This is an optimization exercise on Yosys and OpenROAD, whose aim is small area and a short achievable clock period, not a production implementation.
In this exercise RTL edits were held to simulation tests only and were not proved equivalent to the original.
Power figures rest on the tool's default switching activity, not on a simulated workload.

==> flow/design.v <==
`timescale 1ns  / 10 ps
module CLA_4 (      
                    input  Cin,
                    input  [3:0] A, B,
                    output [3:0] Sum,Generate ,Propogate);
wire [3:0] Carry,g,p; 
assign Sum          = (A ^ B^ Carry);
assign g  		    = (A & B);                 
assign p  		    = (A ^ B);				   
assign Generate     =  g;				   
assign Propogate    =  p; 
assign Carry[0] =     Cin ;
assign Carry[1] =  (( Cin & p[0])                    |  g[0]);
assign Carry[2] =  (( Cin & p[0]&p[1] )              | (g[0]&p[1])               |  g[1]);
assign Carry[3] =  (( Cin & p[0]&p[1]&p[2])          | (g[0]&p[1]&p[2])          | (g[1]&p[2])           |  g[2] );
endmodule
`timescale 1ns  / 10 ps
module carry_out_4 (input  Cin,   input  [3:0] g, p, output Cout);
assign Cout =(( Cin & p[0]&p[1]&p[2]&p[3])     | (g[0]&p[1]&p[2]&p[3])     | (g[1]&p[2]&p[3])      | (g[2]&p[3])       |  g[3] );
endmodule
`timescale 1ns  / 10 ps
module carry_out_8 ( input  Cin,   input  [7:0] g, p, output Cout);
assign Cout = (( Cin & p[0]&p[1]&p[2]&p[3]&p[4]&p[5]&p[6]&p[7])  | (g[0]&p[1]&p[2]&p[3]&p[4]&p[5]&p[6]&p[7]) | (g[1]&p[2]&p[3]&p[4]&p[5]&p[6]&p[7])  | (g[2]&p[3]&p[4]&p[5]&p[6]&p[7])   | (g[3]&p[4]&p[5]&p[6]&p[7])    | g[4]&p[5]&p[6]&p[7]   | g[5]&p[6]&p[7]    | g[6]&p[7] | g[7]);  
endmodule
`timescale 1ns  / 10 ps
module carry_out_16 ( input  Cin,   input  [15:0] g, p, output Cout);
assign Cout = (( Cin &  p[0] &p[1]  &p[2]  &p[3]  &p[4]  &p[5]  &p[6]  &p[7]  &p[8]  &p[9]  &p[10] &p[11] &p[12] &p[13] &p[14] &p[15])  | 
                       (g[0] &p[1]  &p[2]  &p[3]  &p[4]  &p[5]  &p[6]  &p[7]  &p[8]  &p[9]  &p[10] &p[11] &p[12] &p[13] &p[14] &p[15])  | 
                       (g[1] &p[2]  &p[3]  &p[4]  &p[5]  &p[6]  &p[7]  &p[8]  &p[9]  &p[10] &p[11] &p[12] &p[13] &p[14] &p[15])  | 
                       (g[2] &p[3]  &p[4]  &p[5]  &p[6]  &p[7]  &p[8]  &p[9]  &p[10] &p[11] &p[12] &p[13] &p[14] &p[15])  | 
                       (g[3] &p[4]  &p[5]  &p[6]  &p[7]  &p[8]  &p[9]  &p[10] &p[11] &p[12] &p[13] &p[14] &p[15])  | 
                       (g[4] &p[5]  &p[6]  &p[7]  &p[8]  &p[9]  &p[10] &p[11] &p[12] &p[13] &p[14] &p[15])  | 
                       (g[5] &p[6]  &p[7]  &p[8]  &p[9]  &p[10] &p[11] &p[12] &p[13] &p[14] &p[15])  | 
                       (g[6] &p[7]  &p[8]  &p[9]  &p[10] &p[11] &p[12] &p[13] &p[14] &p[15])  | 
                       (g[7] &p[8]  &p[9]  &p[10] &p[11] &p[12] &p[13] &p[14] &p[15])  | 
                       (g[8] &p[9]  &p[10] &p[11] &p[12] &p[13] &p[14] &p[15])  | 
                       (g[9] &p[10] &p[11] &p[12] &p[13] &p[14] &p[15])  | 
                      (g[10] &p[11] &p[12] &p[13] &p[14] &p[15])  | 
                      (g[11] &p[12] &p[13] &p[14] &p[15])  | 
                      (g[12] &p[13] &p[14] &p[15])  | 
                      (g[13] &p[14] &p[15])  | 
                      (g[14] &p[15])  | 
                      (g[15])
					   );
endmodule
`timescale 1ns  / 10 ps
module carry_out_32 ( input  Cin,   input  [31:0] g, p, output Cout);
assign Cout = (( Cin &  p[0] &p[1]  &p[2]  &p[3]  &p[4]  &p[5]  &p[6]  &p[7]  &p[8]  &p[9]  &p[10] &p[11] &p[12] &p[13] &p[14] &p[15] &p[16] &p[17] &p[18] &p[19] &p[20] &p[21] &p[22] &p[23] &p[24] &p[25] &p[26] &p[27] &p[28] &p[29] &p[30] &p[31])  | 
                       (g[0] &p[1]  &p[2]  &p[3]  &p[4]  &p[5]  &p[6]  &p[7]  &p[8]  &p[9]  &p[10] &p[11] &p[12] &p[13] &p[14] &p[15] &p[16] &p[17] &p[18] &p[19] &p[20] &p[21] &p[22] &p[23] &p[24] &p[25] &p[26] &p[27] &p[28] &p[29] &p[30] &p[31])  | 
                       (g[1] &p[2]  &p[3]  &p[4]  &p[5]  &p[6]  &p[7]  &p[8]  &p[9]  &p[10] &p[11] &p[12] &p[13] &p[14] &p[15] &p[16] &p[17] &p[18] &p[19] &p[20] &p[21] &p[22] &p[23] &p[24] &p[25] &p[26] &p[27] &p[28] &p[29] &p[30] &p[31])  |  
                       (g[2] &p[3]  &p[4]  &p[5]  &p[6]  &p[7]  &p[8]  &p[9]  &p[10] &p[11] &p[12] &p[13] &p[14] &p[15] &p[16] &p[17] &p[18] &p[19] &p[20] &p[21] &p[22] &p[23] &p[24] &p[25] &p[26] &p[27] &p[28] &p[29] &p[30] &p[31])  | 
                       (g[3] &p[4]  &p[5]  &p[6]  &p[7]  &p[8]  &p[9]  &p[10] &p[11] &p[12] &p[13] &p[14] &p[15] &p[16] &p[17] &p[18] &p[19] &p[20] &p[21] &p[22] &p[23] &p[24] &p[25] &p[26] &p[27] &p[28] &p[29] &p[30] &p[31])  | 
                       (g[4] &p[5]  &p[6]  &p[7]  &p[8]  &p[9]  &p[10] &p[11] &p[12] &p[13] &p[14] &p[15] &p[16] &p[17] &p[18] &p[19] &p[20] &p[21] &p[22] &p[23] &p[24] &p[25] &p[26] &p[27] &p[28] &p[29] &p[30] &p[31])  | 
                       (g[5] &p[6]  &p[7]  &p[8]  &p[9]  &p[10] &p[11] &p[12] &p[13] &p[14] &p[15] &p[16] &p[17] &p[18] &p[19] &p[20] &p[21] &p[22] &p[23] &p[24] &p[25] &p[26] &p[27] &p[28] &p[29] &p[30] &p[31])  | 
                       (g[6] &p[7]  &p[8]  &p[9]  &p[10] &p[11] &p[12] &p[13] &p[14] &p[15] &p[16] &p[17] &p[18] &p[19] &p[20] &p[21] &p[22] &p[23] &p[24] &p[25] &p[26] &p[27] &p[28] &p[29] &p[30] &p[31])  | 
                       (g[7] &p[8]  &p[9]  &p[10] &p[11] &p[12] &p[13] &p[14] &p[15] &p[16] &p[17] &p[18] &p[19] &p[20] &p[21] &p[22] &p[23] &p[24] &p[25] &p[26] &p[27] &p[28] &p[29] &p[30] &p[31])  | 
                       (g[8] &p[9]  &p[10] &p[11] &p[12] &p[13] &p[14] &p[15] &p[16] &p[17] &p[18] &p[19] &p[20] &p[21] &p[22] &p[23] &p[24] &p[25] &p[26] &p[27] &p[28] &p[29] &p[30] &p[31])  | 
                       (g[9] &p[10] &p[11] &p[12] &p[13] &p[14] &p[15] &p[16] &p[17] &p[18] &p[19] &p[20] &p[21] &p[22] &p[23] &p[24] &p[25] &p[26] &p[27] &p[28] &p[29] &p[30] &p[31])  | 
                       (g[10]&p[11] &p[12] &p[13] &p[14] &p[15] &p[16] &p[17] &p[18] &p[19] &p[20] &p[21] &p[22] &p[23] &p[24] &p[25] &p[26] &p[27] &p[28] &p[29] &p[30] &p[31])  | 
                       (g[11]&p[12] &p[13] &p[14] &p[15] &p[16] &p[17] &p[18] &p[19] &p[20] &p[21] &p[22] &p[23] &p[24] &p[25] &p[26] &p[27] &p[28] &p[29] &p[30] &p[31])  | 
                       (g[12]&p[13] &p[14] &p[15] &p[16] &p[17] &p[18] &p[19] &p[20] &p[21] &p[22] &p[23] &p[24] &p[25] &p[26] &p[27] &p[28] &p[29] &p[30] &p[31])  | 
                       (g[13]&p[14] &p[15] &p[16] &p[17] &p[18] &p[19] &p[20] &p[21] &p[22] &p[23] &p[24] &p[25] &p[26] &p[27] &p[28] &p[29] &p[30] &p[31])  | 
                       (g[14]&p[15] &p[16] &p[17] &p[18] &p[19] &p[20] &p[21] &p[22] &p[23] &p[24] &p[25] &p[26] &p[27] &p[28] &p[29] &p[30] &p[31])  | 
                       (g[15]&p[16] &p[17] &p[18] &p[19] &p[20] &p[21] &p[22] &p[23] &p[24] &p[25] &p[26] &p[27] &p[28] &p[29] &p[30] &p[31])  | 
                       (g[16]&p[17] &p[18] &p[19] &p[20] &p[21] &p[22] &p[23] &p[24] &p[25] &p[26] &p[27] &p[28] &p[29] &p[30] &p[31])  | 
                       (g[17]&p[18] &p[19] &p[20] &p[21] &p[22] &p[23] &p[24] &p[25] &p[26] &p[27] &p[28] &p[29] &p[30] &p[31])  | 
                       (g[18]&p[19] &p[20] &p[21] &p[22] &p[23] &p[24] &p[25] &p[26] &p[27] &p[28] &p[29] &p[30] &p[31])  | 
                       (g[19]&p[20] &p[21] &p[22] &p[23] &p[24] &p[25] &p[26] &p[27] &p[28] &p[29] &p[30] &p[31])  | 
                       (g[20]&p[21] &p[22] &p[23] &p[24] &p[25] &p[26] &p[27] &p[28] &p[29] &p[30] &p[31])  | 
                       (g[21]&p[22] &p[23] &p[24] &p[25] &p[26] &p[27] &p[28] &p[29] &p[30] &p[31])  | 
                       (g[22]&p[23] &p[24] &p[25] &p[26] &p[27] &p[28] &p[29] &p[30] &p[31])  | 
                       (g[23]&p[24] &p[25] &p[26] &p[27] &p[28] &p[29] &p[30] &p[31])  | 
                       (g[24]&p[25] &p[26] &p[27] &p[28] &p[29] &p[30] &p[31])  | 
                       (g[25]&p[26] &p[27] &p[28] &p[29] &p[30] &p[31])  | 
                       (g[26]&p[27] &p[28] &p[29] &p[30] &p[31])  | 
                       (g[27]&p[28] &p[29] &p[30] &p[31])  | 
                       (g[28]&p[29] &p[30] &p[31])  | 
                       (g[29]&p[30] &p[31])  | 
                       (g[30]&p[31])  | 
                       (g[31])
                       );
endmodule
`timescale 1ns  / 10 ps
module CLA_64_4 (   input  [63:0] a_inp, 
                    input  [63:0] b_inp,
                    output reg [63:0] s_out,
                    output reg        c_out,
                    input         clock,
                    input         reset);
wire       Cin_1        ,Cin_2          ,Cin_3          ,Cin_4          ,Cin_5          ,Cin_6          ,Cin_7          ,Cin_8;
wire       Cin_9        ,Cin_10         ,Cin_11         ,Cin_12         ,Cin_13         ,Cin_14         ,Cin_15         ,Cin_16;
wire       Cout_1       ,Cout_2         ,Cout_3         ,Cout_4         ,Cout_5         ,Cout_6         ,Cout_7         ,Cout_8;
wire       Cout_9       ,Cout_10        ,Cout_11        ,Cout_12        ,Cout_13        ,Cout_14        ,Cout_15        ,Cout_16;
reg  [3:0] A_1          ,A_2            ,A_3            ,A_4            ,A_5            ,A_6            ,A_7            ,A_8;
reg  [3:0] A_9          ,A_10           ,A_11           ,A_12           ,A_13           ,A_14           ,A_15           ,A_16;
reg  [3:0] B_1          ,B_2            ,B_3            ,B_4            ,B_5            ,B_6            ,B_7            ,B_8;
reg  [3:0] B_9          ,B_10           ,B_11           ,B_12           ,B_13           ,B_14           ,B_15           ,B_16;
wire [3:0] Sum_1        ,Sum_2          ,Sum_3          ,Sum_4          ,Sum_5          ,Sum_6          ,Sum_7          ,Sum_8;
wire [3:0] Sum_9        ,Sum_10         ,Sum_11         ,Sum_12         ,Sum_13         ,Sum_14         ,Sum_15         ,Sum_16;
wire [3:0] Generate_1   ,Generate_2     ,Generate_3     ,Generate_4     ,Generate_5     ,Generate_6     ,Generate_7      ;
wire [3:0] Generate_9   ,Generate_10    ,Generate_11    ,Generate_12    ,Generate_13    ,Generate_14    ,Generate_15     ;
wire [3:0] Propogate_1   ,Propogate_2   ,Propogate_3    ,Propogate_4    ,Propogate_5    ,Propogate_6     ,Propogate_7     ;
wire [3:0] Propogate_9   ,Propogate_10  ,Propogate_11   ,Propogate_12   ,Propogate_13   ,Propogate_14    ,Propogate_15    ;
wire [3:0]  Ignore_1 ,Ignore_2 ,Ignore_3 ,Ignore_4;
wire [31:0] Propogate_8,Generate_8,Propogate_16,Generate_16;
assign {Generate_16 ,Generate_8 }   = ({A_16,A_15,A_14,A_13,A_12,A_11,A_10,A_9,A_8,A_7,A_6,A_5,A_4,A_3,A_2,A_1} & {B_16,B_15,B_14,B_13,B_12,B_11,B_10,B_9,B_8,B_7,B_6,B_5,B_4,B_3,B_2,B_1});
assign {Propogate_16,Propogate_8}   = ({A_16,A_15,A_14,A_13,A_12,A_11,A_10,A_9,A_8,A_7,A_6,A_5,A_4,A_3,A_2,A_1} ^ {B_16,B_15,B_14,B_13,B_12,B_11,B_10,B_9,B_8,B_7,B_6,B_5,B_4,B_3,B_2,B_1});
assign Cin_1 = 0;
assign Cin_2 = Cout_1;
assign Cin_3 = Cout_2;
assign Cin_4 = Cout_3;
assign Cin_5 = Cout_4;
assign Cin_6 = Cout_5;
assign Cin_7 = Cout_6;
assign Cin_8 = Cout_7;
assign Cin_9  = Cout_8;
assign Cin_10 = Cout_9;
assign Cin_11 = Cout_10;
assign Cin_12 = Cout_11;
assign Cin_13 = Cout_12;
assign Cin_14 = Cout_13;
assign Cin_15 = Cout_14;
assign Cin_16 = Cout_15;
always@(posedge clock or posedge reset) 
begin
    if (reset) 
        begin
            s_out <= 'b0;
            c_out <= 'b0;
            A_1   <= 'b0;
            A_2   <= 'b0;
            A_3   <= 'b0;
            A_4   <= 'b0;
            A_5   <= 'b0;
            A_6   <= 'b0;
            A_7   <= 'b0;
            A_8   <= 'b0;
            A_9    <= 'b0;
            A_10   <= 'b0;
            A_11   <= 'b0;
            A_12   <= 'b0;
            A_13   <= 'b0;
            A_14   <= 'b0;
            A_15   <= 'b0;
            A_16   <= 'b0;
            B_1   <= 'b0;
            B_2   <= 'b0;
            B_3   <= 'b0;
            B_4   <= 'b0;
            B_5   <= 'b0;
            B_6   <= 'b0;
            B_7   <= 'b0;
            B_8   <= 'b0;
            B_9    <= 'b0;
            B_10   <= 'b0;
            B_11   <= 'b0;
            B_12   <= 'b0;
            B_13   <= 'b0;
            B_14   <= 'b0;
            B_15   <= 'b0;
            B_16   <= 'b0;
        end
    else 
        begin
            {A_16,A_15,A_14,A_13,A_12,A_11,A_10,A_9,A_8,A_7,A_6,A_5,A_4,A_3,A_2,A_1} <= a_inp;
            {B_16,B_15,B_14,B_13,B_12,B_11,B_10,B_9,B_8,B_7,B_6,B_5,B_4,B_3,B_2,B_1} <= b_inp;
            s_out <= {Sum_16,Sum_15,Sum_14,Sum_13,Sum_12,Sum_11,Sum_10,Sum_9,Sum_8,Sum_7,Sum_6,Sum_5,Sum_4,Sum_3,Sum_2,Sum_1};
            c_out <= Cout_16;
        end
end
CLA_4 U1  (Cin_1,  A_1,  B_1,  Sum_1,  Generate_1,  Propogate_1 );
CLA_4 U2  (Cin_2,  A_2,  B_2,  Sum_2,  Generate_2,  Propogate_2 );
CLA_4 U3  (Cin_3,  A_3,  B_3,  Sum_3,  Generate_3,  Propogate_3 );
CLA_4 U4  (Cin_4,  A_4,  B_4,  Sum_4,  Generate_4,  Propogate_4 );
CLA_4 U5  (Cin_5,  A_5,  B_5,  Sum_5,  Generate_5,  Propogate_5 );
CLA_4 U6  (Cin_6,  A_6,  B_6,  Sum_6,  Generate_6,  Propogate_6 );
CLA_4 U7  (Cin_7,  A_7,  B_7,  Sum_7,  Generate_7,  Propogate_7 );
CLA_4 U8  (Cin_8,  A_8,  B_8,  Sum_8,  Ignore_1  ,  Ignore_2    );
CLA_4 U9  (Cin_9 , A_9 , B_9 , Sum_9 , Generate_9 , Propogate_9  );
CLA_4 U10 (Cin_10, A_10, B_10, Sum_10, Generate_10, Propogate_10 );
CLA_4 U11 (Cin_11, A_11, B_11, Sum_11, Generate_11, Propogate_11 );
CLA_4 U12 (Cin_12, A_12, B_12, Sum_12, Generate_12, Propogate_12 );
CLA_4 U13 (Cin_13, A_13, B_13, Sum_13, Generate_13, Propogate_13 );
CLA_4 U14 (Cin_14, A_14, B_14, Sum_14, Generate_14, Propogate_14 );
CLA_4 U15 (Cin_15, A_15, B_15, Sum_15, Generate_15, Propogate_15 );
CLA_4 U16 (Cin_16, A_16, B_16, Sum_16, Ignore_3   , Ignore_4     );
carry_out_4 U17 (Cin_1,  Generate_1  ,Propogate_1,  Cout_1);
carry_out_4 U18 (Cin_2,  Generate_2  ,Propogate_2,  Cout_2);
carry_out_4 U19 (Cin_3,  Generate_3  ,Propogate_3,  Cout_3);
carry_out_4 U20 (Cin_4,  Generate_4  ,Propogate_4,  Cout_4);
carry_out_4 U21 (Cin_5,  Generate_5  ,Propogate_5,  Cout_5);
carry_out_4 U22 (Cin_6,  Generate_6  ,Propogate_6,  Cout_6);
carry_out_4 U23 (Cin_7,  Generate_7  ,Propogate_7,  Cout_7);
carry_out_32 U24 (Cin_1,  Generate_8  ,Propogate_8,  Cout_8); 
carry_out_4 U25 (Cin_9 , Generate_9  ,Propogate_9 , Cout_9 );
carry_out_4 U26 (Cin_10, Generate_10 ,Propogate_10, Cout_10);
carry_out_4 U27 (Cin_11, Generate_11 ,Propogate_11, Cout_11);
carry_out_4 U28 (Cin_12, Generate_12 ,Propogate_12, Cout_12);
carry_out_4 U29 (Cin_13, Generate_13 ,Propogate_13, Cout_13);
carry_out_4 U30 (Cin_14, Generate_14 ,Propogate_14, Cout_14);
carry_out_4 U31 (Cin_15, Generate_15 ,Propogate_15, Cout_15);
carry_out_32 U32 (Cin_9, Generate_16 ,Propogate_16, Cout_16);
endmodule 
==> flow/run.sh <==
#!/bin/bash
# synth_recipe.tcl (not shown) runs the flow's synth.tcl, then flattens the netlist and writes it again
# the make line also repeats each setting of config.mk as NAME=value (left out here)
make -C /OpenROAD-flow-scripts/flow DESIGN_CONFIG=/design/flow/config.mk WORK_HOME=/design/flow/orfs CLKGATE_MAP_FILE= SYNTH_SCRIPT=/design/flow/synth_recipe.tcl finish
==> flow/config.mk <==
export PLATFORM = sky130hd
export DESIGN_NAME = CLA_64_4
export DESIGN_NICKNAME = CLA_64_4
export VERILOG_FILES = /design/flow/design.v
export SDC_FILE = /design/flow/constraint.sdc
export NUM_CORES = 4
export LEC_CHECK = 0
export CAP_MARGIN = 20
export CORE_MARGIN = 2
export CORE_UTILIZATION = 40
export SLEW_MARGIN = 20
==> flow/constraint.sdc <==
create_clock -name core_clock -period 9.0 [get_ports {clock}]
set_input_delay 1.8000 -clock core_clock [delete_from_list [all_inputs] [get_ports {clock}]]
set_output_delay 1.8000 -clock core_clock [all_outputs]
set_load 0.01 [all_outputs]
==> qor.tcl <==
set qor(final_layout_size_suffix_gt1_frac) 0.0596
set qor(detailed_place_hpwl_mm) 11.8
set qor(critical_path.slowest_cell) {dfrtp_1}
set qor(synth_area_leaders) {dfrtp_1 (64%), ha_1 (13%), fa_1 (4.2%), o21a_1 (3.3%), xor2_1 (2.0%)}
set qor(synth_top_area_frac) 0.638
set qor(design.final.nets) 968
set qor(grt_antenna_before_repair) 0
set qor(post-route-drc-count) 0
set qor(cts_tree) {built}
set qor(detail_route.vias_per_cell) 4.73
set qor(crit_path_start_kind) {register}
set qor(hold_viol) 0
set qor(max_cap_violations) 0
set qor(cpPeakStageDelay_ps) 410
set qor(firstDrtPassIters) 6
set qor(wl_per_cell_microns) 15.5
set qor(io-pin-count) 195
set qor(clockRootBuffer) {clkbuf_16}
set qor(synth_top_flop_cell) {dfrtp_1}
set qor(gr-total-overflow) 0
set qor(grt_pass1_wl_mm) 25.0
set qor(initialDrtViolationCount) 136
set qor(synth_warnings) 1
set qor(synth.lib_cells_used.distinct) 38
set qor(worst_ep_required_time_ps) 9340
set qor(proportion_of_register_bits_with_asynchronous_set_or_reset_after_synthesis) 1.00
set qor(clock_latency_ps) 420
set qor(finalMaxSlewViolations) 0
set qor(largest_reg_flops) 64
set qor(numClockSinks) 193
set qor(cts_hold_repair.buffers) 0
set qor(cts_buffers) 17
set qor(placementRows) 50
set qor(grt_use_total) 0.163
set qor(fmax_mhz) 120
set qor(cp.buffers_inverters) 1
set qor(h-tree-depth) 4
set qor(fp.dieArea_sq_um) 20100
set qor(crit_share_post_route) 0.922
set qor(post-synth-top-count-cell) {dfrtp_1}
set qor(antenna_violating_nets_post_route) 0
set qor(max_slew.worst_pin.slew_ps) 913
set qor(crit_path_frequent_cell) {o21a_1}
set qor(core_sq_um) 18600
set qor(post_synth.cell_area_avg_sq_um) 14.6
set qor(relSlewSlack) 0.391
set qor(first_global_vias) 5016
set qor(placement.io_buffers) 194
set qor(total_power_uw) 2150
set qor(timing.critical_path.max_delay_family) {compound AO/OA/AOI/OAI gates}
set qor(clkTransAtPathRegs_ps) 70
set qor(vias) 4674
set qor(regMostFlops) {s_out}
set qor(mappedNetlistNets) 746
set qor(power.density_cell_area_nw_per_um2) 205
set qor(worst_ep_arrival_time_ps) 8640
set qor(clock_tree.buffer_depth) 2
set qor(synth_top_cells_by_count) {dfrtp_1 (193), ha_1 (80), nor2_1 (34)}
set qor(antenna-diode-count) 0
set qor(drt-total-wl_mm) 15.4
set qor(synth_seq_cells) 193
set qor(status) {finished clean}
set qor(areaGrowthSynthToFinish_pct) 38.6
set qor(setup_viol) 0
set qor(hold_class) {register to register}
set qor(power.leakage_uw) 0.00459
set qor(synth.largest_area_cell) {dfrtp_1}
set qor(vdd_ir_drop_max_uv) 132
set qor(die_width_microns) 142
set qor(start_util) 0.406
set qor(maximum_number_of_pins_on_one_net_before_global_route_repair) 139
set qor(synth.yosys.seq_area_share) 0.638
set qor(cp-end-kind) {register}
set qor(postSynthCellCount) 520
set qor(synth_edf_count) 0
set qor(critical_path.max_fanout) 3
set qor(timing.final.crit_period_ps) 8300
set qor(postLayoutCoreUtil) 0.563
set qor(gp_congestion) 0.860
set qor(clock_skew_ps) 11.9
set qor(synthesis.area_sq_um) 7570
set qor(critPathKind) {register to register}
set qor(height_of_the_die_microns) 142
metrics by stage:
stage	hold slack (ps)	instance area [sq um]	setup WS, ps	TNS (ps)	cells
after global placement	458	9830	389	0	950
after global routing	495	10500	-2.34	-2.34	989
final	478	10500	698	0	989
after floorplan	443	7570	1040	0	520
after detailed placement	471	9830	124	0	950
after CTS	487	10400	54.5	0	982
where the power goes:
group | switching (uW) | leakage, uW | internal (uW) | total (uW)
combinational | 177 | 0.00205 | 230 | 407
clock | 315 | 0.000290 | 440 | 755
sequential | 31.5 | 0.00225 | 954 | 985
cells in the final DEF (no fill, tap or decap), types with 15 or more instances in the layout:
master	count
xor2_1	17
fa_1	16
dfrtp_1	193
o21a_1	33
xnor2_1	16
clkdlybuf4s50_1	194
nor2_1	33
nor3_1	15
ha_1	79
clkbuf_16	17
cell type report:
class                   count  area, sq um
clock buffers              20          437
well taps                 234          293
clock inverters            12          159
multi-input cells         323         2750
inverters                   4         22.5
flip-flops and latches    193         4830
repair buffers            203         2010
fillers                  1530         8150
worst paths after layout:
path / cells after the start / endpoint / start / slack, ps
worst max-delay path: 47 / s_out[63] / A_1[1] / 700
worst min-delay path: 1 / s_out[0] / B_1[0] / 480
worst max register to register: 47 / s_out[63] / A_1[1] / 700
worst min register to register: 1 / s_out[0] / B_1[0] / 480
max in group asynchronous: 3 / s_out[30] / reset / 5700
min in group asynchronous: 2 / s_out[1] / reset / 1970
routing by layer:
metal,track usage,share of wire,vias to the layer above
met4,0.0505,0.015,0
li1,-,-,2270
met5,0,0,-
met2,0.260,0.48,146
met1,0.209,0.43,2244
met3,0.0591,0.077,14
cells by family (layout without fill, tap and decap cells):
family,Yosys count,count (layout),synth area share
fa+ha+maj,96,96,0.174
simple gates,103,103,0.0667
compound gates,91,91,0.0811
flops,193,193,0.638
xor+xnor,33,33,0.0382
buf+inv,4,239,0.00198
what timing repair did:
| item | in CTS | in global routing |
|---|---|---|
| setup buffers | 0 | 7 |
| resized for setup | 0 | 10 |
| setup endpoints to repair | 0 | 4 |

==> separate check: timing with driven ports <==
Ports are ideal in the flow. The routed layout listed here was re-timed in OpenROAD.
Step 1, drivers: a clkbuf_16 drives clock and a buf_2 each remaining input, both assumed.
Step 2, shift: input delay + t, output delay - t, t = (earliest + latest rising clock arrival at the registers) / 2. This alone moves slack from input paths to output paths.
a / b / c = ideal / step 1 / step 2; a / b = the first two.
shift t [ns]: 0.458
setup WS [ns]: 0.698 / 0.698 / 0.698
hold WS [ns]: 0.478 / 0.478 / 0.478
worst setup path at the end: register to register
latest minus earliest clock arrival (ns): 0.012 / 0.012
After both steps setup and hold are still met in this run. For this run, drivers alone change the setup slack by 0.000 ns; drivers and shift together by 0.000 ns.
